Context: an optimization exercise on an open-source flow, tuned for small area. The choices shown serve that exercise and are no tape-out recipe. RTL that was checked went through simulation tests only; none was proved equivalent to the original. Power and IR drop assume default switching activity.

Setup of indigo:
==> module capture_interface, before the edit <==
module capture_interface(clk, rst, in_vsync, in_hsync, in_video, row_index, row_data, row_ready);
	input clk, rst;
	input in_vsync, in_hsync, in_video;
	output reg [7:0] row_index;
	output reg [319:0] row_data;
	output row_ready;
	assign row_ready = in_hsync;
	reg hsync_q;
	reg [3:0] pre_sync_pulses;	 
	reg [8:0] col_index;		 
	wire hsync_fall = hsync_q & ~in_hsync;
	wire pre_zero = (pre_sync_pulses == 0);
	wire line_end = hsync_fall & pre_zero;	 
	always @(posedge clk) begin
		if(rst) begin
			hsync_q <= 0;
			row_index <= 0;
			pre_sync_pulses <= 12;
		end else begin
			hsync_q <= in_hsync;
			if(hsync_fall) begin
				if(!pre_zero) begin
					pre_sync_pulses <= pre_sync_pulses - 1;
					if(!in_vsync)
						row_index <= 0;
				end else begin
					row_index <= row_index + 1;
					if(!in_vsync)
						pre_sync_pulses <= 12;
				end
			end
		end
	end
	always @(posedge clk) begin
		if(rst | line_end)
			col_index <= 0;
		else if(!(col_index[8] & col_index[6]))
			col_index <= col_index + 1;
	end
	wire clr = rst | (col_index == 0);
	reg [19:0] hi;
	reg [15:0] lo;
	integer j;
	always @(*) begin
		for(j = 0; j < 20; j = j + 1)
			hi[j] = (col_index[8:4] == j) & in_video & ~rst;
		for(j = 0; j < 16; j = j + 1)
			lo[j] = (col_index[3:0] == j);
	end
	integer i;
	always @(posedge clk) begin
		for(i = 0; i < 320; i = i + 1)
			row_data[i] <= (row_data[i] & ~clr) | (hi[i / 16] & lo[i % 16]);
	end
endmodule
Settings: LEC_CHECK=0, CAP_MARGIN=0, CORE_MARGIN=2, CORE_UTILIZATION=50, SLEW_MARGIN=0, SYNTH_HIERARCHICAL=1, SYNTH_MINIMUM_KEEP_SIZE=0; clock period 7.5 ns.
standard.sh (not shown) runs the stock make flow with config.mk's settings and CLKGATE_MAP_FILE= SYNTH_SCRIPT=/design/flow/synth_recipe.tcl, a recipe that flattens the netlist after the stock synthesis.
==> flow/flow/run.sh <==
#!/bin/bash
# Standard ORFS layout (the standard.sh, unchanged synthesis) with:
#  - port buffers made from the smallest buffer cell;
#  - clock tree from small clock buffers, larger sink clusters and no dummy loads.
set -euo pipefail
CTS="-sink_clustering_enable -repair_clock_nets -dont_use_dummy_load"
CTS="$CTS -buf_list {sky130_fd_sc_hd__clkbuf_4 sky130_fd_sc_hd__clkbuf_8}"
CTS="$CTS -sink_clustering_size 16 -sink_clustering_max_diameter 60"
bash standard.sh \
  BUFFER_PORTS_ARGS="-buffer_cell sky130_fd_sc_hd__buf_1" \
  CTS_ARGS="$CTS" \
  finish > orfs_make.log 2>&1
[inputs] willow vs indigo
--- a/flow/design.v
+++ b/flow/design.v
@@ -92,24 +92,46 @@
 			col_index <= 0;
 		else if(!(col_index[8] & col_index[6]))
 			col_index <= col_index + 1;
 	end
 	wire clr = rst | (col_index == 0);
-	reg [19:0] hi;
-	reg [15:0] lo;
+	wire wbit = in_video & ~rst;
+	reg [4:0] na;		 
+	reg [3:0] nb, nc, nd;	 
 	integer j;
 	always @(*) begin
-		for(j = 0; j < 20; j = j + 1)
-			hi[j] = (col_index[8:4] == j) & in_video & ~rst;
-		for(j = 0; j < 16; j = j + 1)
-			lo[j] = (col_index[3:0] == j);
-	end
+		for(j = 0; j < 5; j = j + 1)
+			na[j] = ~(col_index[8:6] == j);
+		for(j = 0; j < 4; j = j + 1) begin
+			nb[j] = ~(col_index[5:4] == j);
+			nc[j] = ~(col_index[3:2] == j);
+			nd[j] = ~((col_index[1:0] == j) & wbit);
+		end
+	end
+	wire [19:0] hi;
+	wire [15:0] lo;
+	nor_plane #(5, 4) hip(.a(na), .b(nb), .y(hi));
+	nor_plane #(4, 4) lop(.a(nc), .b(nd), .y(lo));
 	integer i;
 	always @(posedge clk) begin
 		for(i = 0; i < 320; i = i + 1)
 			row_data[i] <= (row_data[i] & ~clr) | (hi[i / 16] & lo[i % 16]);
 	end
+endmodule
+module nor_plane(a, b, y);
+	parameter N = 1, M = 1;
+	input [N-1:0] a;
+	input [M-1:0] b;
+	output [N*M-1:0] y;
+	genvar i, j;
+	generate
+		for(i = 0; i < N; i = i + 1) begin : r
+			for(j = 0; j < M; j = j + 1) begin : c
+				assign y[M*i + j] = ~(a[i] | b[j]);
+			end
+		end
+	endgenerate
 endmodule
 module capture_ram_interface(clk, rst, row_index, row_data, row_ready, ram_address, ram_data, write_enable);
 	input clk, rst;
 	input [7:0] row_index;
 	input [319:0] row_data;
## What came out
Re overall track demand over capacity in global routing: indigo and willow aren't equal, and the lower value belongs to willow. Core occupancy in the finished layout: willow vs indigo — no meaningful difference. For final cell count, indigo and willow come out practically identical. Going from indigo to willow, number of antenna violations at the first check in global routing shrinks by 11. Compared to indigo, willow has first-pass GRT wire length 3.4% lower. In the tables for indigo and willow, depth of the worst register-to-register path reads lower with indigo. Compared with indigo, willow shows a wire length on met3 that is about 15% higher. | relative contribution of sequential cells to total power | higher: willow |. Compared with indigo, willow shows a higher final setup skew. In the reports for indigo and willow, the larger total power belongs to indigo. Per the comparison of willow with indigo, slack of the critical path fell 0.22 ns, met2 track demand over resource fell 5.4 points.

---

The RTL this note starts from:
==> flow/design.v <==
module vga_timing(clk, rst, row, col, in_video, hsync, vsync);
	input clk;
	input rst;
	output [8:0] row;
	output [9:0] col;
	output in_video;
	output hsync, vsync;
	reg [9:0] CounterX;
	reg [8:0] CounterY;
	wire [9:0] X = CounterX;
	wire [8:0] Y = CounterY;
	wire x_end = X[9] & X[8] & (&X[4:0]);	 
	always @(posedge clk) begin
		if(rst) begin
			CounterX <= 0;
			CounterY <= 0;
		end else if(x_end) begin
			CounterX <= 0;
			CounterY <= CounterY + 1;
		end else begin
			CounterX <= CounterX + 1;
		end
	end
	assign col = CounterX;
	assign row = CounterY;
	assign hsync = X[9] & ~X[8] & X[7] & (X[6] | X[5] | X[4]) & ~(X[6] & X[5] & X[4] & (|X[3:0]));
	assign vsync = (Y[8:4] == 5'b11110) & Y[3] & (Y[2] ? ~(Y[1] | Y[0]) : Y[1]);
	assign in_video = ~(X[9] & (X[8] | X[7])) & ~(&Y[8:5]);
endmodule
module capture_interface(clk, rst, in_vsync, in_hsync, in_video, row_index, row_data, row_ready);
	input clk, rst;
	input in_vsync, in_hsync, in_video;
	output reg [7:0] row_index;
	output reg [319:0] row_data;
	output row_ready;
	assign row_ready = in_hsync;
	reg hsync_q;
	reg [3:0] pre_sync_pulses;	 
	reg [8:0] col_index;		 
	wire hsync_fall = hsync_q & ~in_hsync;
	wire pre_zero = (pre_sync_pulses == 0);
	wire line_end = hsync_fall & pre_zero;	 
	always @(posedge clk) begin
		if(rst) begin
			hsync_q <= 0;
			row_index <= 0;
			pre_sync_pulses <= 12;
		end else begin
			hsync_q <= in_hsync;
			if(hsync_fall) begin
				if(!pre_zero) begin
					pre_sync_pulses <= pre_sync_pulses - 1;
					if(!in_vsync)
						row_index <= 0;
				end else begin
					row_index <= row_index + 1;
					if(!in_vsync)
						pre_sync_pulses <= 12;
				end
			end
		end
	end
	always @(posedge clk) begin
		if(rst | line_end)
			col_index <= 0;
		else if(!(col_index[8] & col_index[6]))
			col_index <= col_index + 1;
	end
	wire clr = rst | (col_index == 0);
	reg [19:0] hi;
	reg [15:0] lo;
	integer j;
	always @(*) begin
		for(j = 0; j < 20; j = j + 1)
			hi[j] = (col_index[8:4] == j) & in_video & ~rst;
		for(j = 0; j < 16; j = j + 1)
			lo[j] = (col_index[3:0] == j);
	end
	integer i;
	always @(posedge clk) begin
		for(i = 0; i < 320; i = i + 1)
			row_data[i] <= (row_data[i] & ~clr) | (hi[i / 16] & lo[i % 16]);
	end
endmodule
module capture_ram_interface(clk, rst, row_index, row_data, row_ready, ram_address, ram_data, write_enable);
	input clk, rst;
	input [7:0] row_index;
	input [319:0] row_data;
	input row_ready;
	output [7:0] ram_address;
	output reg [319:0] ram_data;
	output reg write_enable;
	assign ram_address = row_index;
	wire load = row_ready & ~write_enable;
	always @(posedge clk) begin
		if(rst)
			write_enable <= 0;
		else
			write_enable <= row_ready;
	end
	wire [319:0] ram_next;
	snapshot_select snap(.a(row_data), .sel_a(load), .b(ram_data), .sel_b(~load), .y(ram_next));
	always @(posedge clk)
		ram_data <= ram_next;
endmodule
module snapshot_select(a, sel_a, b, sel_b, y);
	input [319:0] a, b;
	input sel_a, sel_b;
	output [319:0] y;
	assign y = ({320{sel_a}} & a) | ({320{sel_b}} & b);
endmodule
module ram_vga_interface(vga_clk, rst, vga_row, vga_col, ram_address, ram_data, vga_data);
	input vga_clk, rst;
	input [8:0] vga_row;
	input [9:0] vga_col;
	output [7:0] ram_address;
	input [319:0] ram_data;
	output reg vga_data;
	wire inc = (vga_col >= 639) | ((vga_col == 0) & vga_row[0]);
	assign ram_address = vga_row[8:1] + inc;
	wire [8:0] px = vga_col[9:1];
	reg [7:0] s0, s1;
	reg [4:0] s2;
	integer i;
	always @(*) begin
		for(i = 0; i < 8; i = i + 1) begin
			s0[i] = (px[2:0] == i);
			s1[i] = (px[5:3] == i);
		end
		for(i = 0; i < 5; i = i + 1)
			s2[i] = (px[8:6] == i);
	end
	wire pix;
	pixel_select sel(.d(ram_data), .s0(s0), .s1(s1), .s2(s2), .y(pix));
	always @(posedge vga_clk)
		vga_data <= pix;
endmodule
module pixel_select(d, s0, s1, s2, y);
	input [319:0] d;
	input [7:0] s0, s1;
	input [4:0] s2;
	output y;
	reg [39:0] g;
	reg [4:0] h;
	reg r;
	integer i, k;
	always @(*) begin
		for(i = 0; i < 40; i = i + 1) begin
			g[i] = 1'b0;
			for(k = 0; k < 8; k = k + 1)
				g[i] = g[i] | (d[8*i + k] & s0[k]);
		end
		for(i = 0; i < 5; i = i + 1) begin
			h[i] = 1'b0;
			for(k = 0; k < 8; k = k + 1)
				h[i] = h[i] | (g[8*i + k] & s1[k]);
		end
		r = 1'b0;
		for(i = 0; i < 5; i = i + 1)
			r = r | (h[i] & s2[i]);
	end
	assign y = r;
endmodule
module vga_adapter(clk, rst, video_in, hsync_in, vsync_in, video_out, hsync_out, vsync_out,
	vga_hsync, vga_vsync, vga_R, vga_G, vga_B,
	fb_waddr, fb_wdata, fb_we, fb_raddr, fb_rdata);
	input clk, rst;
	input video_in, hsync_in, vsync_in;
	output video_out, hsync_out, vsync_out;
	assign video_out = video_in;
	assign hsync_out = hsync_in;
	assign vsync_out = vsync_in;
	output vga_hsync, vga_vsync;
	output [3:0] vga_R, vga_G, vga_B;
	output [7:0] fb_waddr;
	output [319:0] fb_wdata;
	output fb_we;
	output [7:0] fb_raddr;
	input [319:0] fb_rdata;
	wire [8:0] vga_row;
	wire [9:0] vga_col;
	wire vga_in_video_area;
	wire vga_hs, vga_vs;
	vga_timing timing1(.clk(clk), .rst(rst), .row(vga_row), .col(vga_col), .in_video(vga_in_video_area), .hsync(vga_hs), .vsync(vga_vs));
	assign vga_vsync = ~vga_vs;
	assign vga_hsync = ~vga_hs;
	wire vga_video;
	wire video;
	wire border;
	assign border = (vga_row < 3) || (vga_col < 3) || (vga_row > 480-3) || (vga_col > 640-3);
	assign video = vga_in_video_area && (border || vga_video);
	reg pixel;
	always @(posedge clk) begin
		if(rst)
			pixel <= 0;
		else
			pixel <= video;
	end
	assign vga_R = {4{pixel}};
	assign vga_G = {4{pixel}};
	assign vga_B = {4{pixel}};
	ram_vga_interface ramvgaif(.vga_clk(clk), .rst(rst), .vga_row(vga_row), .vga_col(vga_col), .ram_address(fb_raddr), .ram_data(fb_rdata), .vga_data(vga_video));
	wire [7:0] capture_row_index;
	wire [319:0] capture_row_data;
	wire capture_row_ready;
	capture_interface c_if1(.clk(clk), .rst(rst), .in_vsync(vsync_in), .in_hsync(hsync_in), .in_video(video_in), .row_index(capture_row_index), .row_data(capture_row_data), .row_ready(capture_row_ready));
	capture_ram_interface c_ram_if(.clk(clk), .rst(rst), .row_index(capture_row_index), .row_data(capture_row_data), .row_ready(capture_row_ready), .ram_address(fb_waddr), .ram_data(fb_wdata), .write_enable(fb_we));
endmodule
export LEC_CHECK = 0
export CAP_MARGIN = 0
export CORE_MARGIN = 2
export CORE_UTILIZATION = 50
export SLEW_MARGIN = 0
export SYNTH_HIERARCHICAL = 1
export SYNTH_MINIMUM_KEEP_SIZE = 0
create_clock -name core_clock -period 7.5 [get_ports {clk}]
Scripts as last shown in full above: flow/flow/run.sh
Change:
--- a/flow/design.v
+++ b/flow/design.v
@@ -6,11 +6,9 @@
 	output in_video;
 	output hsync, vsync;
 	reg [9:0] CounterX;
 	reg [8:0] CounterY;
-	wire [9:0] X = CounterX;
-	wire [8:0] Y = CounterY;
-	wire x_end = X[9] & X[8] & (&X[4:0]);	 
+	wire x_end = CounterX[9] & CounterX[8] & (&CounterX[4:0]);   
 	always @(posedge clk) begin
 		if(rst) begin
 			CounterX <= 0;
 			CounterY <= 0;
@@ -22,11 +20,11 @@
 		end
 	end
 	assign col = CounterX;
 	assign row = CounterY;
-	assign hsync = X[9] & ~X[8] & X[7] & (X[6] | X[5] | X[4]) & ~(X[6] & X[5] & X[4] & (|X[3:0]));
-	assign vsync = (Y[8:4] == 5'b11110) & Y[3] & (Y[2] ? ~(Y[1] | Y[0]) : Y[1]);
-	assign in_video = ~(X[9] & (X[8] | X[7])) & ~(&Y[8:5]);
+	assign hsync = (656 <= CounterX && CounterX <= 752);
+	assign vsync = (490 <= CounterY && CounterY <= 492);
+	assign in_video = CounterX < 640 && CounterY < 480;
 endmodule
 module capture_interface(clk, rst, in_vsync, in_hsync, in_video, row_index, row_data, row_ready);
 	input clk, rst;
 	input in_vsync, in_hsync, in_video;
After rerunning: The new run produced a clean layout; clock-buffer cell count came out lower by 1; combinational power hardly moves; area after synthesis hardly moves; final area stays flat; global-route usage came out higher by 0.28 points; non-clock buffer count came out lower by 2; synthesized cell count hardly moves; power is about the same.
Only the layout flow was run in the first run of this note; the RTL was not checked for function there.

---

Another version of the RTL of vga_adapter (not shown whole).
For scale: roughly 680 flip-flops, roughly 680 I/O pins, roughly 25000 sq um of cells after synthesis.
==> flow/design.v (excerpt) <==
module vga_adapter(clk, rst, video_in, hsync_in, vsync_in, video_out, hsync_out, vsync_out,
	vga_hsync, vga_vsync, vga_R, vga_G, vga_B,
	fb_waddr, fb_wdata, fb_we, fb_raddr, fb_rdata);
==> module vga_timing, before the edit <==
module vga_timing(clk, rst, row, col, in_video, hsync, vsync);
	input clk;
	input rst;
	output [8:0] row;
	output [9:0] col;
	output in_video;
	output hsync, vsync;
	reg [9:0] CounterX;
	reg [8:0] CounterY;
	wire x_end = CounterX[9] & CounterX[8] & (&CounterX[4:0]);   
	always @(posedge clk) begin
		if(rst) begin
			CounterX <= 0;
			CounterY <= 0;
		end else if(x_end) begin
			CounterX <= 0;
			CounterY <= CounterY + 1;
		end else begin
			CounterX <= CounterX + 1;
		end
	end
	assign col = CounterX;
	assign row = CounterY;
	assign hsync = (656 <= CounterX && CounterX <= 752);
	assign vsync = (490 <= CounterY && CounterY <= 492);
	assign in_video = CounterX < 640 && CounterY < 480;
endmodule
==> module capture_interface, before the edit <==
module capture_interface(clk, rst, in_vsync, in_hsync, in_video, row_index, row_data, row_ready);
	input clk, rst;
	input in_vsync, in_hsync, in_video;
	output reg [7:0] row_index;
	output reg [319:0] row_data;
	output row_ready;
	assign row_ready = in_hsync;
	reg hsync_q;
	reg [3:0] pre_sync_pulses;	 
	reg [8:0] col_index;		 
	wire hsync_fall = hsync_q & ~in_hsync;
	wire pre_zero = (pre_sync_pulses == 0);
	wire line_end = hsync_fall & pre_zero;	 
	always @(posedge clk) begin
		if(rst) begin
			hsync_q <= 0;
			row_index <= 0;
			pre_sync_pulses <= 12;
		end else begin
			hsync_q <= in_hsync;
			if(hsync_fall) begin
				if(!pre_zero) begin
					pre_sync_pulses <= pre_sync_pulses - 1;
					if(!in_vsync)
						row_index <= 0;
				end else begin
					row_index <= row_index + 1;
					if(!in_vsync)
						pre_sync_pulses <= 12;
				end
			end
		end
	end
	always @(posedge clk) begin
		if(rst | line_end)
			col_index <= 0;
		else if(!(col_index[8] & col_index[6]))
			col_index <= col_index + 1;
	end
	wire clr = rst | (col_index == 0);
	wire wbit = in_video & ~rst;
	reg [4:0] a;	 
	reg [3:0] b, c, d;	 
	reg [19:0] hi;
	reg [15:0] lo;
	integer j;
	always @(*) begin
		for(j = 0; j < 5; j = j + 1)
			a[j] = (col_index[8:6] == j);
		for(j = 0; j < 4; j = j + 1) begin
			b[j] = (col_index[5:4] == j);
			c[j] = (col_index[3:2] == j);
			d[j] = (col_index[1:0] == j) & wbit;
		end
		for(j = 0; j < 20; j = j + 1)
			hi[j] = a[j / 4] & b[j % 4];
		for(j = 0; j < 16; j = j + 1)
			lo[j] = c[j / 4] & d[j % 4];
	end
	wire [319:0] row_next;
	line_update upd(.row(row_data), .keep(~clr), .hi(hi), .lo(lo), .y(row_next));
	always @(posedge clk)
		row_data <= row_next;
endmodule
==> module line_update, before the edit <==
module line_update(row, keep, hi, lo, y);
	input [319:0] row;
	input keep;
	input [19:0] hi;
	input [15:0] lo;
	output reg [319:0] y;
	integer i;
	always @(*)
		for(i = 0; i < 320; i = i + 1)
			y[i] = (row[i] & keep) | (hi[i / 16] & lo[i % 16]);
endmodule
==> module capture_ram_interface, before the edit <==
module capture_ram_interface(clk, rst, row_index, row_data, row_ready, ram_address, ram_data, write_enable);
	input clk, rst;
	input [7:0] row_index;
	input [319:0] row_data;
	input row_ready;
	output [7:0] ram_address;
	output reg [319:0] ram_data;
	output reg write_enable;
	assign ram_address = row_index;
	wire load = row_ready & ~write_enable;
	always @(posedge clk) begin
		if(rst)
			write_enable <= 0;
		else
			write_enable <= row_ready;
	end
	wire [319:0] ram_next;
	snapshot_select snap(.a(row_data), .sel_a(load), .b(ram_data), .sel_b(~load), .y(ram_next));
	always @(posedge clk)
		ram_data <= ram_next;
endmodule
==> flow/config.mk <==
export PLATFORM = sky130hd
export DESIGN_NAME = vga_adapter
export DESIGN_NICKNAME = vga_adapter
export VERILOG_FILES = /design/flow/design.v
export SDC_FILE = /design/flow/constraint.sdc
export NUM_CORES = 4
export LEC_CHECK = 0
export CAP_MARGIN = 0
export CORE_MARGIN = 2
export CORE_UTILIZATION = 50
export SLEW_MARGIN = 0
export SYNTH_HIERARCHICAL = 1
export SYNTH_MINIMUM_KEEP_SIZE = 0
==> flow/constraint.sdc <==
create_clock -name core_clock -period 7.5 [get_ports {clk}]
set_input_delay 1.5000 -clock core_clock [delete_from_list [all_inputs] [get_ports {clk}]]
set_output_delay 1.5000 -clock core_clock [all_outputs]
set_load 0.01 [all_outputs]
Scripts as last shown in full above: flow/flow/run.sh
Next try:
--- a/flow/design.v
+++ b/flow/design.v
@@ -5,11 +5,13 @@
 	output [9:0] col;
 	output in_video;
 	output hsync, vsync;
 	reg [9:0] CounterX;
 	reg [8:0] CounterY;
-	wire x_end = CounterX[9] & CounterX[8] & (&CounterX[4:0]);   
+	wire [9:0] X = CounterX;
+	wire [8:0] Y = CounterY;
+	wire x_end = X[9] & X[8] & (&X[4:0]);	 
 	always @(posedge clk) begin
 		if(rst) begin
 			CounterX <= 0;
 			CounterY <= 0;
 		end else if(x_end) begin
@@ -19,13 +21,13 @@
 			CounterX <= CounterX + 1;
 		end
 	end
 	assign col = CounterX;
 	assign row = CounterY;
-	assign hsync = (656 <= CounterX && CounterX <= 752);
-	assign vsync = (490 <= CounterY && CounterY <= 492);
-	assign in_video = CounterX < 640 && CounterY < 480;
+	assign hsync = X[9] & ~X[8] & X[7] & (X[6] | X[5] | X[4]) & ~(X[6] & X[5] & X[4] & (|X[3:0]));
+	assign vsync = (Y[8:4] == 5'b11110) & Y[3] & (Y[2] ? ~(Y[1] | Y[0]) : Y[1]);
+	assign in_video = ~(X[9] & (X[8] | X[7])) & ~(&Y[8:5]);
 endmodule
 module capture_interface(clk, rst, in_vsync, in_hsync, in_video, row_index, row_data, row_ready);
 	input clk, rst;
 	input in_vsync, in_hsync, in_video;
 	output reg [7:0] row_index;
@@ -63,44 +65,24 @@
 			col_index <= 0;
 		else if(!(col_index[8] & col_index[6]))
 			col_index <= col_index + 1;
 	end
 	wire clr = rst | (col_index == 0);
-	wire wbit = in_video & ~rst;
-	reg [4:0] a;	 
-	reg [3:0] b, c, d;	 
 	reg [19:0] hi;
 	reg [15:0] lo;
 	integer j;
 	always @(*) begin
-		for(j = 0; j < 5; j = j + 1)
-			a[j] = (col_index[8:6] == j);
-		for(j = 0; j < 4; j = j + 1) begin
-			b[j] = (col_index[5:4] == j);
-			c[j] = (col_index[3:2] == j);
-			d[j] = (col_index[1:0] == j) & wbit;
-		end
 		for(j = 0; j < 20; j = j + 1)
-			hi[j] = a[j / 4] & b[j % 4];
+			hi[j] = (col_index[8:4] == j) & in_video & ~rst;
 		for(j = 0; j < 16; j = j + 1)
-			lo[j] = c[j / 4] & d[j % 4];
-	end
-	wire [319:0] row_next;
-	line_update upd(.row(row_data), .keep(~clr), .hi(hi), .lo(lo), .y(row_next));
-	always @(posedge clk)
-		row_data <= row_next;
-endmodule
-module line_update(row, keep, hi, lo, y);
-	input [319:0] row;
-	input keep;
-	input [19:0] hi;
-	input [15:0] lo;
-	output reg [319:0] y;
+			lo[j] = (col_index[3:0] == j);
+	end
 	integer i;
-	always @(*)
+	always @(posedge clk) begin
 		for(i = 0; i < 320; i = i + 1)
-			y[i] = (row[i] & keep) | (hi[i / 16] & lo[i % 16]);
+			row_data[i] <= (row_data[i] & ~clr) | (hi[i / 16] & lo[i % 16]);
+	end
 endmodule
 module capture_ram_interface(clk, rst, row_index, row_data, row_ready, ram_address, ram_data, write_enable);
 	input clk, rst;
 	input [7:0] row_index;
 	input [319:0] row_data;
@@ -115,11 +97,11 @@
 			write_enable <= 0;
 		else
 			write_enable <= row_ready;
 	end
 	wire [319:0] ram_next;
-	snapshot_select snap(.a(row_data), .sel_a(load), .b(ram_data), .sel_b(~load), .y(ram_next));
+	snapshot_select snap(.a(row_data), .sel_a(load), .b(ram_data), .sel_b(write_enable), .y(ram_next));
 	always @(posedge clk)
 		ram_data <= ram_next;
 endmodule
 module snapshot_select(a, sel_a, b, sel_b, y);
 	input [319:0] a, b;
Outcome:
- wire length decreases slightly
- sequential share of layout area increases by 0.44 points
- area after synthesis decreases slightly
- power increases slightly
- design area decreases slightly
- hold slack gains 0.036 ns
- die area decreases slightly
- combinational power increases by a few percent

separate check: timing with driven ports:
How much do the figures lean on ideal ports? The routed layouts below were timed once more, with nothing changed but the port constraints. Step 1 (the two cells are an assumption about what drives the block):
set clk [get_ports {clk}]
set_driving_cell -lib_cell sky130_fd_sc_hd__clkbuf_16 $clk
set_driving_cell -lib_cell sky130_fd_sc_hd__buf_2 [delete_from_list [all_inputs] $clk]
Step 2 adds t to the input delays and takes it off the output delays; t is the mean of the earliest and latest rising clock arrival at the registers after step 1. Input paths then give back, and output paths get back, about the clock's delay inside the block. a / b / c = no drivers / after step 1 / after step 2; a / b = the first two.
run	t (ns)	setup slack, ns	worst slew at a driven data input, ns
indigo	0.685	2.965 / 2.906 / 3.523	0.20
willow	0.672	2.741 / 2.683 / 3.355	0.16
the first run of note 2	0.700	2.554 / 2.496 / 3.166	0.17
the second run of note 2	0.674	2.744 / 2.684 / 3.203	0.18
the first run of note 3	0.673	2.189 / 2.131 / 2.805	0.18
the second run of note 3	0.692	2.201 / 2.143 / 2.834	0.18
After both steps setup and hold are still met in every run listed.
